What follows belongs to an exercise in optimizing a design on an open flow for small area; a production flow would make more cautious choices. Where RTL was checked, it was by simulation tests only, not by an equivalence proof against the original. The clock port is modelled as an ideal driver, which makes a skipped or thinned clock tree look cheaper than it is; a real chip needs a root buffer or a tree. Power figures rest on the tool's default switching activity, not on a simulated workload.

P:
==> module lcd_controller, before the edit <==
module lcd_controller(
    input rst,
    input clk,
    input rs_in,
    input [7:0] data_in,
    input strobe_in,
    input [7:0] period_clk_ns,
    output lcd_e,
    output [3:0] lcd_nibble,
    output lcd_rs,
    output lcd_rw,
    output disable_flash,
    output reg done
    );
    localparam PH_WAIT = 2'd0, PH_WR = 2'd1, PH_STB = 2'd2, PH_LD = 2'd3;
    reg [2:0] idx;
    reg [1:0] ph;
    reg [19:0] cnt;
    reg [3:0] nib;
    wire [23:0] wcnt = {nib, cnt};
    wire ready = idx[2] & (idx[1] | idx[0]);
    wire [8:0] stab = cnt[8:0];
    wire [8:0] hold = cnt[17:9];
    wire active = stab[8] | stab[7] | stab[6] | (stab[5] & (stab[4] | stab[3]));
    wire hold_done = hold[8] | (hold[7] & hold[6] & hold[5] & hold[4]);
    wire stb = (ph == PH_STB);
    wire [9:0] lo_c;
    wire [8:0] lo_sum;
    assign lo_c[0] = 1'b0;
    genvar i;
    generate
        for (i = 0; i < 8; i = i + 1) begin : lo_fa
            assign lo_sum[i] = stab[i] ^ period_clk_ns[i] ^ lo_c[i];
            assign lo_c[i+1] = (stab[i] & period_clk_ns[i]) | (lo_c[i] & (stab[i] ^ period_clk_ns[i]));
        end
    endgenerate
    assign lo_sum[8] = stab[8] ^ lo_c[8];
    assign lo_c[9] = stab[8] & lo_c[8];
    wire [7:0] hi_add = (stb & active) ? period_clk_ns : {7'd0, lo_c[9] & ~stb};
    wire [11:0] hi_c;
    wire [10:0] hi_sum;
    assign hi_c[0] = 1'b0;
    generate
        for (i = 0; i < 8; i = i + 1) begin : hi_fa
            assign hi_sum[i] = cnt[9+i] ^ hi_add[i] ^ hi_c[i];
            assign hi_c[i+1] = (cnt[9+i] & hi_add[i]) | (hi_c[i] & (cnt[9+i] ^ hi_add[i]));
        end
        for (i = 8; i < 11; i = i + 1) begin : hi_ha
            assign hi_sum[i] = cnt[9+i] ^ hi_c[i];
            assign hi_c[i+1] = cnt[9+i] & hi_c[i];
        end
    endgenerate
    wire stb_exit = active & hold_done;
    reg wait_done;
    always @* begin
        case (idx)
            3'd0: wait_done = (wcnt[23] & (wcnt[22] & (wcnt[21] & (wcnt[18] & (wcnt[15] & (wcnt[14] & (wcnt[13] & (wcnt[9] | (wcnt[8] & (wcnt[7] & wcnt[6]))))))))));
            3'd1: wait_done = (wcnt[21] & (wcnt[20] & (wcnt[19] & (wcnt[18] & (wcnt[17] & (wcnt[15] & (wcnt[12] | (wcnt[11] & (wcnt[10] & (wcnt[9] & (wcnt[8] & (wcnt[7] & (wcnt[6] | wcnt[5])))))))))))));
            3'd2: wait_done = (wcnt[16] & (wcnt[15] & (wcnt[10] & (wcnt[9] & (wcnt[8] | (wcnt[7] & (wcnt[6] | wcnt[5])))))));
            3'd3, 3'd7: wait_done = (wcnt[15] & (wcnt[12] & (wcnt[11] & (wcnt[10] & (wcnt[8] | (wcnt[7] | wcnt[6]))))));
            3'd4: wait_done = (wcnt[15] & (wcnt[14] & (wcnt[10] | (wcnt[9] & (wcnt[8] & (wcnt[7] | (wcnt[6] & (wcnt[5] | wcnt[4]))))))));
            default: wait_done = (wcnt[10] | (wcnt[9] & (wcnt[8] & (wcnt[7] & (wcnt[6] & (wcnt[5] & (wcnt[4] | wcnt[3])))))));
        endcase
    end
    assign lcd_rw = 1'b0;
    assign lcd_rs = rs_in;
    assign disable_flash = 1'b1;
    assign lcd_e = stb & (|hold);
    wire init_n1 = (idx != 3'd0) | stb;
    wire init_n0 = init_n1 & ~idx[2] & ~(idx[1] & idx[0] & stb);
    assign lcd_nibble = ready ? nib : {2'b00, init_n1, init_n0};
    wire load = (ph == PH_LD) | (ph == PH_WR) | ((ph == PH_STB) & stb_exit);
    always @(posedge clk) begin
        done <= (idx == 3'd7) & (ph == PH_WR);
        cnt <= load ? 20'd0 : {hi_sum, lo_sum};
        if (ph == PH_WR && ready) begin
            if (idx == 3'd5)
                nib <= data_in[7:4];
            else if (idx == 3'd6)
                nib <= data_in[3:0];
        end else if (~ready & load)
            nib <= 4'd0;
        else if (hi_c[11])
            nib <= nib + 4'd1;
        if (rst) begin
            idx <= 3'd0;
            ph <= PH_LD;
        end else begin
            case (ph)
                PH_LD:
                    if (idx != 3'd5)
                        ph <= PH_WAIT;
                    else if (strobe_in)
                        ph <= PH_WR;
                PH_WAIT:
                    if (wait_done)
                        ph <= PH_WR;
                PH_WR: begin
                    if (idx == 3'd4 || idx == 3'd7) begin
                        idx <= 3'd5;
                        ph <= PH_LD;
                    end else
                        ph <= PH_STB;
                end
                PH_STB:
                    if (stb_exit) begin
                        idx <= idx + 3'd1;
                        ph <= (idx[2]) ? PH_WAIT : PH_LD;
                    end
            endcase
        end
    end
endmodule
clock: 10.0 ns
lec_check: 0
cap_margin: 20
core_margin: 2
core_utilization: 40
cts_buf_list: sky130_fd_sc_hd__clkbuf_2 sky130_fd_sc_hd__clkbuf_4
cts_cluster_diameter: 100
cts_cluster_size: 40
slew_margin: 20
standard.sh (not shown) runs the stock make flow with config.mk's settings and CLKGATE_MAP_FILE= SYNTH_SCRIPT=/design/flow/synth_recipe.tcl, a recipe that flattens the netlist after the stock synthesis.
==> flow/flow/run.sh <==
#!/bin/bash
# Standard layout, with 1x port buffers, ABC's buffers removed, an area re-map of the
# logic after floorplanning and power recovery (downsizing off the critical path).
set -euo pipefail
here=$(pwd)
export BUFFER_PORTS_ARGS="-buffer_cell sky130_fd_sc_hd__buf_1"
bash standard.sh REMOVE_ABC_BUFFERS=1 RECOVER_POWER=100 POST_FLOORPLAN_TCL=$here/flow/restructure.tcl finish > make_finish.log 2>&1
==> flow/flow/restructure.tcl <==
# Area recovery: re-map the combinational logic with ABC after floorplanning.
file mkdir $::env(LOG_DIR)/rmp
restructure -target area -liberty_file [lindex $::env(LIB_FILES) 0] \
  -tielo_port sky130_fd_sc_hd__conb_1/LO -tiehi_port sky130_fd_sc_hd__conb_1/HI \
  -work_dir $::env(LOG_DIR)/rmp -abc_logfile $::env(LOG_DIR)/rmp/abc.log
The inputs of Q differ from those of P as listed below.
==> flow/design.v, changed modules only <==
module lcd_controller(
    input rst,
    input clk,
    input rs_in,
    input [7:0] data_in,
    input strobe_in,
    input [7:0] period_clk_ns,
    output lcd_e,
    output [3:0] lcd_nibble,
    output lcd_rs,
    output lcd_rw,
    output disable_flash,
    output reg done
    );
    localparam PH_WAIT = 2'd0, PH_WR = 2'd1, PH_STB = 2'd2, PH_LD = 2'd3;
    reg [2:0] idx;
    reg [1:0] ph;
    reg [23:0] cnt;
    reg [3:0] nib;
    wire [8:0] stab = cnt[8:0];
    wire [8:0] hold = cnt[17:9];
    wire active = stab[8] | stab[7] | stab[6] | (stab[5] & (stab[4] | stab[3]));
    wire hold_done = hold[8] | (hold[7] & hold[6] & hold[5] & hold[4]);
    wire stb = (ph == PH_STB);
    wire [9:0] lo_c;
    wire [8:0] lo_sum;
    assign lo_c[0] = 1'b0;
    genvar i;
    generate
        for (i = 0; i < 8; i = i + 1) begin : lo_fa
            assign lo_sum[i] = stab[i] ^ period_clk_ns[i] ^ lo_c[i];
            assign lo_c[i+1] = (stab[i] & period_clk_ns[i]) | (lo_c[i] & (stab[i] ^ period_clk_ns[i]));
        end
    endgenerate
    assign lo_sum[8] = stab[8] ^ lo_c[8];
    assign lo_c[9] = stab[8] & lo_c[8];
    wire [7:0] hi_add = period_clk_ns & {8{stb & active}};
    wire [15:0] hi_c;
    wire [14:0] hi_sum;
    assign hi_c[0] = lo_c[9] & ~stb;
    generate
        for (i = 0; i < 8; i = i + 1) begin : hi_fa
            assign hi_sum[i] = cnt[9+i] ^ hi_add[i] ^ hi_c[i];
            assign hi_c[i+1] = (cnt[9+i] & hi_add[i]) | (hi_c[i] & (cnt[9+i] ^ hi_add[i]));
        end
        for (i = 8; i < 15; i = i + 1) begin : hi_ha
            assign hi_sum[i] = cnt[9+i] ^ hi_c[i];
            assign hi_c[i+1] = cnt[9+i] & hi_c[i];
        end
    endgenerate
    wire stb_exit = active & hold_done;
    reg wait_done;
    always @* begin
        case (idx)
            3'd0: wait_done = (cnt[23] & (cnt[22] & (cnt[21] & (cnt[18] & (cnt[15] & (cnt[14] & (cnt[13] & (cnt[9] | (cnt[8] & (cnt[7] & cnt[6]))))))))));
            3'd1: wait_done = (cnt[21] & (cnt[20] & (cnt[19] & (cnt[18] & (cnt[17] & (cnt[15] & (cnt[12] | (cnt[11] & (cnt[10] & (cnt[9] & (cnt[8] & (cnt[7] & (cnt[6] | cnt[5])))))))))))));
            3'd2: wait_done = (cnt[16] & (cnt[15] & (cnt[10] & (cnt[9] & (cnt[8] | (cnt[7] & (cnt[6] | cnt[5])))))));
            3'd3, 3'd7: wait_done = (cnt[15] & (cnt[12] & (cnt[11] & (cnt[10] & (cnt[8] | (cnt[7] | cnt[6]))))));
            3'd4: wait_done = (cnt[15] & (cnt[14] & (cnt[10] | (cnt[9] & (cnt[8] & (cnt[7] | (cnt[6] & (cnt[5] | cnt[4]))))))));
            default: wait_done = (cnt[10] | (cnt[9] & (cnt[8] & (cnt[7] & (cnt[6] & (cnt[5] & (cnt[4] | cnt[3])))))));
        endcase
    end
    assign lcd_rw = 1'b0;
    assign lcd_rs = rs_in;
    assign disable_flash = 1'b1;
    assign lcd_e = stb & (|hold);
    assign lcd_nibble = nib;
    wire load = (ph == PH_LD) | (ph == PH_WR) | ((ph == PH_STB) & stb_exit);
    always @(posedge clk) begin
        done <= (idx == 3'd7) & (ph == PH_WR);
        cnt <= load ? 24'd0 : {hi_sum, lo_sum};
        if (rst) begin
            idx <= 3'd0;
            ph <= PH_LD;
            nib <= 4'd0;
        end else begin
            case (ph)
                PH_LD:
                    if (idx != 3'd5)
                        ph <= PH_WAIT;
                    else if (strobe_in)
                        ph <= PH_WR;
                PH_WAIT:
                    if (wait_done)
                        ph <= PH_WR;
                PH_WR: begin
                    case (idx)
                        3'd0, 3'd1, 3'd2: nib <= 4'h3;
                        3'd3: nib <= 4'h2;
                        3'd4: nib <= 4'h0;
                        3'd5: nib <= data_in[7:4];
                        3'd6: nib <= data_in[3:0];
                        default: ;
                    endcase
                    if (idx == 3'd4 || idx == 3'd7) begin
                        idx <= 3'd5;
                        ph <= PH_LD;
                    end else
                        ph <= PH_STB;
                end
                PH_STB:
                    if (stb_exit) begin
                        idx <= idx + 3'd1;
                        ph <= (idx[2]) ? PH_WAIT : PH_LD;
                    end
            endcase
        end
    end
endmodule
### Flow results
Looking only at routing usage on met3, and setting everything else aside, the higher value of P and Q goes to P. | area after synthesis | Q vs P | worse |. The lower setup slack of P and Q is in P. Summary of the comparison: area after detailed placement is higher in Q, relative to P. Ff count | Q vs P | Q higher. Length of routed met2 wiring of Q falls short of that of P by a little under 10%. Switching part of the total power: Q vs P down 0.79 points. adder cells as the largest family of logic cells by synthesized area was reported by Q, and simple AND/OR/NAND/NOR gates by P.
No run of this note included a check of the RTL's function; only the layout flow was run.


Starting RTL as in the previous note.
clock: 10.0 ns
lec_check: 0
cap_margin: 20
core_margin: 2
core_utilization: 40
cts_buf_list: sky130_fd_sc_hd__clkbuf_2 sky130_fd_sc_hd__clkbuf_4
cts_cluster_diameter: 100
cts_cluster_size: 40
slew_margin: 20
==> flow/flow/run.sh <==
#!/bin/bash
# Standard layout, with 1x port buffers, ABC's buffers removed, an area re-map of the
# logic after floorplanning, CTS without dummy loads, and power recovery (downsizing
# off the critical path).
set -euo pipefail
here=$(pwd)
export BUFFER_PORTS_ARGS="-buffer_cell sky130_fd_sc_hd__buf_1"
export CTS_ARGS="-sink_clustering_enable -repair_clock_nets -dont_use_dummy_load -buf_list {sky130_fd_sc_hd__clkbuf_2 sky130_fd_sc_hd__clkbuf_4} -sink_clustering_size 40 -sink_clustering_max_diameter 100"
bash standard.sh REMOVE_ABC_BUFFERS=1 RECOVER_POWER=100 POST_FLOORPLAN_TCL=$here/flow/restructure.tcl finish > make_finish.log 2>&1
==> flow/flow/filter_lib.py <==
#!/usr/bin/env python3
"""Write a copy of a Liberty file without the given don't-use cells (names or glob
patterns), for OpenROAD's restructure, which reads the Liberty file itself."""
import fnmatch, re, sys

src, dst = sys.argv[1], sys.argv[2]
pats = sys.argv[3:] + ["*lpflow*", "*probe*"]
text = open(src).read()
out = []
pos = 0
cell_re = re.compile(r'^\s*cell\s*\(\s*"?([\w]+)"?\s*\)\s*\{', re.M)
for m in cell_re.finditer(text):
    if m.start() < pos:
        continue
    name = m.group(1)
    if not any(fnmatch.fnmatch(name, p) for p in pats):
        continue
    # find the end of this cell group by brace matching
    depth = 0
    i = m.end() - 1
    while True:
        c = text[i]
        if c == '{':
            depth += 1
        elif c == '}':
            depth -= 1
            if depth == 0:
                break
        i += 1
    out.append(text[pos:m.start()])
    pos = i + 1
out.append(text[pos:])
open(dst, "w").write("".join(out))
==> flow/flow/restructure.tcl <==
# Area recovery: re-map the combinational logic with ABC after floorplanning.
# restructure reads the Liberty file itself, so give it a copy without the
# platform's don't-use cells.
set rmp_dir $::env(LOG_DIR)/rmp
file mkdir $rmp_dir
set rmp_lib $::env(OBJECTS_DIR)/rmp_allowed.lib
exec python3 [file join [file dirname [info script]] filter_lib.py] \
  [lindex $::env(LIB_FILES) 0] $rmp_lib {*}$::env(DONT_USE_CELLS) >& $rmp_dir/filter_lib.log
restructure -target area -liberty_file $rmp_lib \
  -tielo_port sky130_fd_sc_hd__conb_1/LO -tiehi_port sky130_fd_sc_hd__conb_1/HI \
  -work_dir $rmp_dir -abc_logfile $rmp_dir/abc.log
Rerun with:
--- a/flow/design.v
+++ b/flow/design.v
@@ -12,5 +12,5 @@
     output lcd_rw,
     output disable_flash,
-    output reg done
+    output done
     );
     localparam PH_WAIT = 2'd0, PH_WR = 2'd1, PH_STB = 2'd2, PH_LD = 2'd3;
@@ -38,8 +38,8 @@
     assign lo_sum[8] = stab[8] ^ lo_c[8];
     assign lo_c[9] = stab[8] & lo_c[8];
-    wire [7:0] hi_add = (stb & active) ? period_clk_ns : {7'd0, lo_c[9] & ~stb};
+    wire [7:0] hi_add = period_clk_ns & {8{stb & active}};
     wire [11:0] hi_c;
     wire [10:0] hi_sum;
-    assign hi_c[0] = 1'b0;
+    assign hi_c[0] = lo_c[9] & ~stb;
     generate
         for (i = 0; i < 8; i = i + 1) begin : hi_fa
@@ -71,8 +71,10 @@
     wire init_n0 = init_n1 & ~idx[2] & ~(idx[1] & idx[0] & stb);
     assign lcd_nibble = ready ? nib : {2'b00, init_n1, init_n0};
+    wire ddone = (idx == 3'd7) & (ph == PH_WR);
+    assign done = cnt[19] & (ph == PH_LD) & ~idx[1] & (idx[2] == idx[0]);
     wire load = (ph == PH_LD) | (ph == PH_WR) | ((ph == PH_STB) & stb_exit);
     always @(posedge clk) begin
-        done <= (idx == 3'd7) & (ph == PH_WR);
-        cnt <= load ? 20'd0 : {hi_sum, lo_sum};
+        cnt[18:0] <= load ? 19'd0 : {hi_sum[9:0], lo_sum};
+        cnt[19] <= ddone | (~rst & ~load & hi_sum[10]);
         if (ph == PH_WR && ready) begin
             if (idx == 3'd5)
- area after synthesis came out higher by a few percent
- setup slack improves by 0.56 ns
- synthesized cell count goes up by a few percent
- die area goes up by a few percent
- wire length increases slightly
- power increases by well over a third
- sequential power rose by well over a third
- sequential share of layout area shrinks by 1.0 points
- utilization went down by 2.9 points
- final cell count shrinks slightly
- final area hardly moves
- global-route usage fell by 0.83 points
- clock power grows slightly
Only the layout flow was run in the first run of this note; the RTL was not checked for function there.


## the previous run
Another version of the RTL of lcd_controller (not shown whole).
Size: about 220 cells after synthesis, ~29 I/O pins, ~2100 um2 of cells after synthesis.
==> module lcd_controller, before the edit <==
module lcd_controller(
    input rst,
    input clk,
    input rs_in,
    input [7:0] data_in,
    input strobe_in,
    input [7:0] period_clk_ns,
    output lcd_e,
    output [3:0] lcd_nibble,
    output lcd_rs,
    output lcd_rw,
    output disable_flash,
    output done
    );
    localparam PH_WAIT = 2'd0, PH_WR = 2'd1, PH_STB = 2'd2, PH_LD = 2'd3;
    reg [2:0] idx;
    reg [1:0] ph;
    reg [19:9] cnt_hi;
    reg [8:0] cnt_lo_n;    
    wire [19:0] cnt = {cnt_hi, ~cnt_lo_n};
    reg [3:0] nib;
    wire [23:0] wcnt = {nib, cnt};
    wire ready = idx[2] & (idx[1] | idx[0]);
    wire [8:0] stab = cnt[8:0];
    wire [8:0] hold = cnt[17:9];
    wire active = stab[8] | stab[7] | stab[6] | (stab[5] & (stab[4] | stab[3]));
    wire hold_done = hold[8] | (hold[7] & hold[6] & hold[5] & hold[4]);
    wire stb = (ph == PH_STB);
    wire [9:0] lo_c;
    wire [8:0] lo_sum;
    assign lo_c[0] = 1'b0;
    genvar i;
    generate
        for (i = 0; i < 8; i = i + 1) begin : lo_fa
            assign lo_sum[i] = stab[i] ^ period_clk_ns[i] ^ lo_c[i];
            assign lo_c[i+1] = (stab[i] & period_clk_ns[i]) | (lo_c[i] & (stab[i] ^ period_clk_ns[i]));
        end
    endgenerate
    assign lo_sum[8] = stab[8] ^ lo_c[8];
    assign lo_c[9] = stab[8] & lo_c[8];
    wire [7:0] hi_add = period_clk_ns & {8{stb & active}};
    wire [11:0] hi_c;
    wire [10:0] hi_sum;
    assign hi_c[0] = lo_c[9] & ~stb;
    generate
        for (i = 0; i < 8; i = i + 1) begin : hi_fa
            assign hi_sum[i] = cnt[9+i] ^ hi_add[i] ^ hi_c[i];
            assign hi_c[i+1] = (cnt[9+i] & hi_add[i]) | (hi_c[i] & (cnt[9+i] ^ hi_add[i]));
        end
        for (i = 8; i < 11; i = i + 1) begin : hi_ha
            assign hi_sum[i] = cnt[9+i] ^ hi_c[i];
            assign hi_c[i+1] = cnt[9+i] & hi_c[i];
        end
    endgenerate
    wire stb_exit = active & hold_done;
    reg wait_done;
    always @* begin
        case (idx)
            3'd0: wait_done = (wcnt[23] & (wcnt[22] & (wcnt[21] & (wcnt[18] & (wcnt[15] & (wcnt[14] & (wcnt[13] & (wcnt[9] | (wcnt[8] & (wcnt[7] & wcnt[6]))))))))));
            3'd1: wait_done = (wcnt[21] & (wcnt[20] & (wcnt[19] & (wcnt[18] & (wcnt[17] & (wcnt[15] & (wcnt[12] | (wcnt[11] & (wcnt[10] & (wcnt[9] & (wcnt[8] & (wcnt[7] & (wcnt[6] | wcnt[5])))))))))))));
            3'd2: wait_done = (wcnt[16] & (wcnt[15] & (wcnt[10] & (wcnt[9] & (wcnt[8] | (wcnt[7] & (wcnt[6] | wcnt[5])))))));
            3'd3, 3'd7: wait_done = (wcnt[15] & (wcnt[12] & (wcnt[11] & (wcnt[10] & (wcnt[8] | (wcnt[7] | wcnt[6]))))));
            3'd4: wait_done = (wcnt[15] & (wcnt[14] & (wcnt[10] | (wcnt[9] & (wcnt[8] & (wcnt[7] | (wcnt[6] & (wcnt[5] | wcnt[4]))))))));
            default: wait_done = (wcnt[10] | (wcnt[9] & (wcnt[8] & (wcnt[7] & (wcnt[6] & (wcnt[5] & (wcnt[4] | wcnt[3])))))));
        endcase
    end
    assign lcd_rw = 1'b0;
    assign lcd_rs = rs_in;
    assign disable_flash = 1'b1;
    assign lcd_e = stb & (|hold);
    wire init_n1 = (idx != 3'd0) | stb;
    wire init_n0 = init_n1 & ~idx[2] & ~(idx[1] & idx[0] & stb);
    assign lcd_nibble = ready ? nib : {2'b00, init_n1, init_n0};
    wire ddone = (idx == 3'd7) & (ph == PH_WR);
    assign done = cnt[19] & (ph == PH_LD) & ~idx[1] & (idx[2] == idx[0]);
    wire load = (ph == PH_LD) | (ph == PH_WR) | ((ph == PH_STB) & stb_exit);
    always @(posedge clk) begin
        cnt_hi[18:9] <= load ? 10'd0 : hi_sum[9:0];
        cnt_lo_n <= ~(load ? 9'd0 : lo_sum);
        cnt_hi[19] <= ddone | (~rst & ~load & hi_sum[10]);
        if (ph == PH_WR && ready) begin
            if (idx == 3'd5)
                nib <= data_in[7:4];
            else if (idx == 3'd6)
                nib <= data_in[3:0];
        end else if (~ready & load)
            nib <= 4'd0;
        else if (hi_c[11])
            nib <= nib + 4'd1;
        if (rst) begin
            idx <= 3'd0;
            ph <= PH_LD;
        end else begin
            case (ph)
                PH_LD:
                    if (idx != 3'd5)
                        ph <= PH_WAIT;
                    else if (strobe_in)
                        ph <= PH_WR;
                PH_WAIT:
                    if (wait_done)
                        ph <= PH_WR;
                PH_WR: begin
                    if (idx == 3'd4 || idx == 3'd7) begin
                        idx <= 3'd5;
                        ph <= PH_LD;
                    end else
                        ph <= PH_STB;
                end
                PH_STB:
                    if (stb_exit) begin
                        idx <= idx + 3'd1;
                        ph <= (idx[2]) ? PH_WAIT : PH_LD;
                    end
            endcase
        end
    end
endmodule
export LEC_CHECK = 0
export CAP_MARGIN = 20
export CORE_MARGIN = 2
export CORE_UTILIZATION = 40
export CTS_BUF_LIST = sky130_fd_sc_hd__clkbuf_2 sky130_fd_sc_hd__clkbuf_4
export CTS_CLUSTER_DIAMETER = 100
export CTS_CLUSTER_SIZE = 40
export SLEW_MARGIN = 20
create_clock -name core_clock -period 10.0 [get_ports {clk}]
==> flow/flow/run.sh <==
#!/bin/bash
# Standard layout, with 1x port buffers, ABC's buffers removed, an area re-map of the
# logic after floorplanning, a one-buffer clock tree, and power recovery (downsizing
# off the critical path).
set -euo pipefail
here=$(pwd)
export BUFFER_PORTS_ARGS="-buffer_cell sky130_fd_sc_hd__buf_1"
export CTS_ARGS="-sink_clustering_enable -repair_clock_nets -dont_use_dummy_load -buf_list {sky130_fd_sc_hd__clkbuf_2 sky130_fd_sc_hd__clkbuf_4} -sink_clustering_size 40 -sink_clustering_max_diameter 100"
export FLAT_CLOCK_PORT=clk
export FLAT_CLOCK_CELL=sky130_fd_sc_hd__clkbuf_16
bash standard.sh REMOVE_ABC_BUFFERS=1 RECOVER_POWER=100 POST_FLOORPLAN_TCL=$here/flow/restructure.tcl POST_CTS_TCL=$here/flow/flatten_clock.tcl finish > make_finish.log 2>&1
==> flow/flow/flatten_clock.tcl <==
# After CTS: the design has few flip-flops, so drive them all from one clock
# buffer. The leaf buffers that CTS put under the root buffer are removed, their
# sinks moved onto the root buffer's net, and the root buffer resized.
set block [ord::get_db_block]
set clk_net [$block findNet $::env(FLAT_CLOCK_PORT)]
set roots {}
foreach it [$clk_net getITerms] {
  if {[$it isInputSignal]} { lappend roots [$it getInst] }
}
puts "flatten_clock: [llength $roots] cells on the clock port"
if {[llength $roots] == 1} {
  set root [lindex $roots 0]
  set root_out {}
  foreach it [$root getITerms] {
    if {[$it isOutputSignal]} { set root_out [$it getNet] }
  }
  set moved 0
  set removed 0
  foreach it [$root_out getITerms] {
    set inst [$it getInst]
    if {$inst == $root} { continue }
    if {![string match "*clkbuf*" [[$inst getMaster] getName]]} { continue }
    set leaf_out {}
    foreach lt [$inst getITerms] {
      if {[$lt isOutputSignal]} { set leaf_out [$lt getNet] }
    }
    if {$leaf_out == {}} { continue }
    foreach st [$leaf_out getITerms] {
      if {[$st getInst] == $inst} { continue }
      $st disconnect
      $st connect $root_out
      incr moved
    }
    foreach lt [$inst getITerms] { $lt disconnect }
    odb::dbInst_destroy $inst
    odb::dbNet_destroy $leaf_out
    incr removed
  }
  puts "flatten_clock: removed $removed leaf buffers, moved $moved sinks"
  replace_cell [$root getName] $::env(FLAT_CLOCK_CELL)
  detailed_placement
  estimate_parasitics -placement
  report_clock_min_period
}
Scripts as last shown in full above: flow/flow/filter_lib.py, flow/flow/restructure.tcl
The previous run finished every stage and its layout cleared the timing, DRC and antenna checks.
Here is what was changed in the inputs of the current run compared with the previous run.
--- a/flow/design.v
+++ b/flow/design.v
@@ -17,7 +17,5 @@
     reg [2:0] idx;
     reg [1:0] ph;
-    reg [19:9] cnt_hi;
-    reg [8:0] cnt_lo_n;    
-    wire [19:0] cnt = {cnt_hi, ~cnt_lo_n};
+    reg [19:0] cnt;
     reg [3:0] nib;
     wire [23:0] wcnt = {nib, cnt};
@@ -77,7 +75,6 @@
     wire load = (ph == PH_LD) | (ph == PH_WR) | ((ph == PH_STB) & stb_exit);
     always @(posedge clk) begin
-        cnt_hi[18:9] <= load ? 10'd0 : hi_sum[9:0];
-        cnt_lo_n <= ~(load ? 9'd0 : lo_sum);
-        cnt_hi[19] <= ddone | (~rst & ~load & hi_sum[10]);
+        cnt[18:0] <= load ? 19'd0 : {hi_sum[9:0], lo_sum};
+        cnt[19] <= ddone | (~rst & ~load & hi_sum[10]);
         if (ph == PH_WR && ready) begin
             if (idx == 3'd5)
- Diff the previous run -> the current run: minimum clock period went down by 0.13 ns, post-layout worst setup margin went up by 0.13 ns, met1 layer wirelength in the final routing went up by 3.0%.
- Across both runs, non-filler instance count after layout was higher for the current run than for the previous run.
- Re total instance count after detailed placement: the previous run and the current run aren't equal, and the lower value belongs to the previous run.
- Compared to the previous run, the router laid down more metal wire for the current run.
- Sequential share of layout area: lower on the current run
- Taking the previous run as the reference, in the current run total power went down by 7.9 uW; die area went up by about 0.45%; global-route wire length before repair went up by 10%.
- Measured slew at the worst slew-check pin ended up 0.11 ns lower on the current run than on the previous run.

## re-timing with driven ports
How much do the figures lean on ideal ports? The routed layouts below were timed once more, with nothing changed but the port constraints.
Step 1 sets driving cells, clkbuf_16 on the clock port and buf_2 on the other inputs (assumed; they add their load-dependent delay and slew).
Step 2 times the ports against the registers' clock, not the clock port: input delays grow and output delays shrink by t, the midpoint of the rising clock arrivals with the driver on.
a / b / c = ideal ports / drivers / drivers and shift; a / b = the first two.
run	t (ns)	setup WS [ns]	latest minus earliest clock arrival (ns)	worst data-port slew with drivers (ns)
P	0.355	1.512 / 1.512 / 1.157	0.005 / 0.005	0.06
Q	0.351	1.779 / 1.779 / 1.428	0.003 / 0.002	0.06
the first run of note 2	0.348	1.466 / 1.466 / 1.118	0.022 / 0.023	0.06
the second run of note 2	0.347	2.025 / 2.023 / 1.676	0.013 / 0.012	0.06
the previous run	0.195	1.776 / 1.782 / 1.587	0.003 / 0.004	0.06
the current run	0.199	1.903 / 1.907 / 1.708	0.004 / 0.003	0.06
After both steps every run listed still meets setup and hold. The setup slack of P, which loses most, moves by 0.000 ns with the drivers and by -0.355 ns with both steps.
